This is an optimization exercise on Yosys and OpenROAD, whose aim is small area, not a production implementation.
Where RTL was checked, it was by simulation tests only, not by an equivalence proof against the original.
Power and IR drop assume default switching activity.

== the previous run ==
// nidhogg
module nidhogg(
    input wire clk,
    input wire rst,
    input wire BTNL,
    input wire BTNR,
    input wire BTND,
    input wire BTNU,
    input wire BTNC,
    input wire sw,
    input wire PS2Data,
    input wire PS2Clk,
    output wire vs,
    output wire hs,
    output wire [3:0] r,
    output wire [3:0] g,
    output wire [3:0] b,
    output wire [11:0] rom_bg_addr,
    input  wire [11:0] rom_bg_data,
    output wire [11:0] rom_torch_up_addr,
    input  wire [11:0] rom_torch_up_data,
    output wire [11:0] rom_torch_down_addr,
    input  wire [11:0] rom_torch_down_data,
    output wire [11:0] rom_window_up_addr,
    input  wire [11:0] rom_window_up_data,
    output wire [11:0] rom_window_down_addr,
    input  wire [11:0] rom_window_down_data,
    output wire [11:0] rom_pl_head_addr,
    input  wire [11:0] rom_pl_head1_data,
    input  wire [11:0] rom_pl_head2_data,
    output wire [11:0] rom_pl_legs_addr,
    input  wire [11:0] rom_pl_legs1_data,
    input  wire [11:0] rom_pl_legs2_data,
    output wire [9:0]  rom_pl_sword_addr,
    input  wire [11:0] rom_pl_sword_data,
    output wire [11:0] rom_pr_head_addr,
    input  wire [11:0] rom_pr_head1_data,
    input  wire [11:0] rom_pr_head2_data,
    output wire [11:0] rom_pr_legs_addr,
    input  wire [11:0] rom_pr_legs1_data,
    input  wire [11:0] rom_pr_legs2_data,
    output wire [9:0]  rom_pr_sword_addr,
    input  wire [11:0] rom_pr_sword_data,
    output wire [13:0] rom_sign_l_addr,
    input  wire [11:0] rom_sign_l_data,
    output wire [13:0] rom_sign_r_addr,
    input  wire [11:0] rom_sign_r_data,
    output wire [9:0]  rom_crown_r_addr,
    input  wire [11:0] rom_crown_r_data,
    output wire [9:0]  rom_crown_l_addr,
    input  wire [11:0] rom_crown_l_data
);
    function ge16(input [15:0] x, input [15:0] k);
        integer i;
        reg r;
        begin
            r = 1'b1;
            for (i = 0; i < 16; i = i + 1)
                r = k[i] ? (x[i] & r) : (x[i] | r);
            ge16 = r;
        end
    endfunction
    function le16(input [15:0] x, input [15:0] k);
        integer i;
        reg r;
        begin
            r = 1'b1;
            for (i = 0; i < 16; i = i + 1)
                r = k[i] ? (~x[i] | r) : (~x[i] & r);
            le16 = r;
        end
    endfunction
    localparam [11:0] KEY = 12'h198;
    reg [10:0] H;
    reg [9:0]  V;
  ...
Settings: LEC_CHECK=0, CAP_MARGIN=20, CORE_MARGIN=2, CORE_UTILIZATION=65, SLEW_MARGIN=20; clock period 25.0 ns.
standard.sh (not shown) runs the stock make flow with config.mk's settings and CLKGATE_MAP_FILE= SYNTH_SCRIPT=/design/flow/synth_recipe.tcl, a recipe that flattens the netlist after the stock synthesis.
==> flow/flow/run.sh <==
#!/bin/bash
# Standard layout (bash standard.sh), with two changes:
#  - the port buffers are the smallest buffer (sky130_fd_sc_hd__buf_1) instead
#    of the one buffer_ports picks by default; every input and output port
#    still gets its own buffer;
#  - clock tree synthesis uses clkbuf_4 buffers, sink clusters of up to 10
#    flip-flops within 40 um, and no dummy loads.
export BUFFER_PORTS_ARGS="-buffer_cell sky130_fd_sc_hd__buf_1"
export CTS_ARGS="-sink_clustering_enable -repair_clock_nets -dont_use_dummy_load -buf_list sky130_fd_sc_hd__clkbuf_4 -sink_clustering_size 10 -sink_clustering_max_diameter 40"
bash standard.sh > standard.log 2>&1
The previous run: done, clean on timing, DRC and antenna
Edits applied to the flow inputs when going from the previous run to the current run:
-- flow/config.mk --
<<< the previous run, line 8
export CAP_MARGIN = 20
export CORE_MARGIN = 2
export CORE_UTILIZATION = 65
export SLEW_MARGIN = 20
>>> the current run, line 8
export CAP_MARGIN = 20
export CORE_MARGIN = 2
export CORE_UTILIZATION = 55
export SLEW_MARGIN = 20
==> comparison <==
Number of antenna diodes for the current run is higher than for the previous run.
Looking at the previous run and the current run, the flip-flop and latch count is a wash.
Going from the previous run to the current run, sequential share of cell area shrinks by 0.19 points.
The lower number of detailed-route iterations in the first pass came out of the current run.
Compared with the previous run, in the current run non-clock buffer count picked up an extra 4, power went up about 0.34%.
Fmax: the current run higher than the previous run
For switching fraction of total power, the current run and the previous run come out practically identical.
Of the previous run and the current run, the run reporting the higher minimum clock period was the previous run.
Met3 routed wirelength delta for the current run relative to the previous run: 24% lower


nidhogg, a different RTL version from the one above (not shown whole).
Size in the first run: roughly 3600 cells after synthesis, about 430 I/O pins.
Design nidhogg, start of the top module:
module nidhogg(
    input wire clk,
    input wire rst,
    input wire BTNL,
    input wire BTNR,
    input wire BTND,
    input wire BTNU,
    input wire BTNC,
    input wire sw,
    input wire PS2Data,
    input wire PS2Clk,
    output wire vs,
    output wire hs,
    output wire [3:0] r,
    output wire [3:0] g,
    output wire [3:0] b,
    output wire [11:0] rom_bg_addr,
    input  wire [11:0] rom_bg_data,
    output wire [11:0] rom_torch_up_addr,
    input  wire [11:0] rom_torch_up_data,
    output wire [11:0] rom_torch_down_addr,
    input  wire [11:0] rom_torch_down_data,
    output wire [11:0] rom_window_up_addr,
    input  wire [11:0] rom_window_up_data,
    output wire [11:0] rom_window_down_addr,
    input  wire [11:0] rom_window_down_data,
    output wire [11:0] rom_pl_head_addr,
    input  wire [11:0] rom_pl_head1_data,
    input  wire [11:0] rom_pl_head2_data,
    output wire [11:0] rom_pl_legs_addr,
    input  wire [11:0] rom_pl_legs1_data,
    input  wire [11:0] rom_pl_legs2_data,
    output wire [9:0]  rom_pl_sword_addr,
    input  wire [11:0] rom_pl_sword_data,
    output wire [11:0] rom_pr_head_addr,
    input  wire [11:0] rom_pr_head1_data,
    input  wire [11:0] rom_pr_head2_data,
    output wire [11:0] rom_pr_legs_addr,
  ...
clock: 25.0 ns
lec_check: 0
cap_margin: 20
core_margin: 2
core_utilization: 55
cts_buf_list: sky130_fd_sc_hd__clkbuf_4
slew_margin: 20
==> flow/flow/run.sh <==
#!/bin/bash
# Standard layout, except that the port buffers are the smallest buffer
# (sky130_fd_sc_hd__buf_1) instead of the one buffer_ports picks by default.
# Every input and output port still gets its own buffer.
export BUFFER_PORTS_ARGS="-buffer_cell sky130_fd_sc_hd__buf_1"
bash standard.sh > standard.log 2>&1
Then changed:
==> flow/run.sh (new file) <==
#!/bin/bash
# synth_recipe.tcl (not shown) runs the flow's synth.tcl, then flattens the netlist and writes it again
# the make line also repeats each setting of config.mk as NAME=value (left out here)
make -C /OpenROAD-flow-scripts/flow DESIGN_CONFIG=/design/flow/config.mk WORK_HOME=/design/flow/orfs CLKGATE_MAP_FILE= SYNTH_SCRIPT=/design/flow/synth_recipe.tcl finish
removed: flow/flow/run.sh
removed: flow/standard.sh
After rerunning:
- The new run ran to the end with no violations
- final cell count hardly moves
- maximum frequency drops by a few percent
- worst setup slack loses 0.37 ns
- count of clock-buffer cells in the layout drops by 1
- global-route usage climbs by 1.1 points
- wire length climbs by a few percent
- clock power barely changes
- synthesized cell count stays the same
No run of this note included a check of the RTL's function; only the layout flow was run.

[port drivers added, routing unchanged]
No port has a modelled driver above. Below, the same layouts with a new extraction and two added sets of constraints.
Step 1, drivers: a clkbuf_16 drives clk and a buf_2 each remaining input, both assumed.
Step 2 moves the port delays by t, midway between the first and last clock arrival at a register: inputs arrive t later, outputs are due t later. That takes back most of the time a late clock gives input paths.
a / b / c = ideal ports / drivers / drivers and shift; a / b = the first two.
run | t (ns) | slack for setup (ns) | hold WS [ns] | clock arrival spread, ns
the previous run | 0.826 | 15.431 / 15.462 / 14.636 | 0.321 / 0.321 / 0.321 | 0.121 / 0.121
the current run | 0.855 | 15.513 / 15.543 / 14.688 | 0.300 / 0.300 / 0.300 | 0.099 / 0.099
the first run of note 2 | 1.014 | 16.531 / 16.469 / 16.897 | 0.340 / 0.340 / 0.340 | 0.057 / 0.057
the second run of note 2 | 1.047 | 16.156 / 16.097 / 16.680 | 0.314 / 0.314 / 0.314 | 0.083 / 0.083
After both steps every run listed still meets setup and hold. For the current run, which loses most, drivers alone change the setup slack by +0.030 ns; drivers and shift together by -0.825 ns.
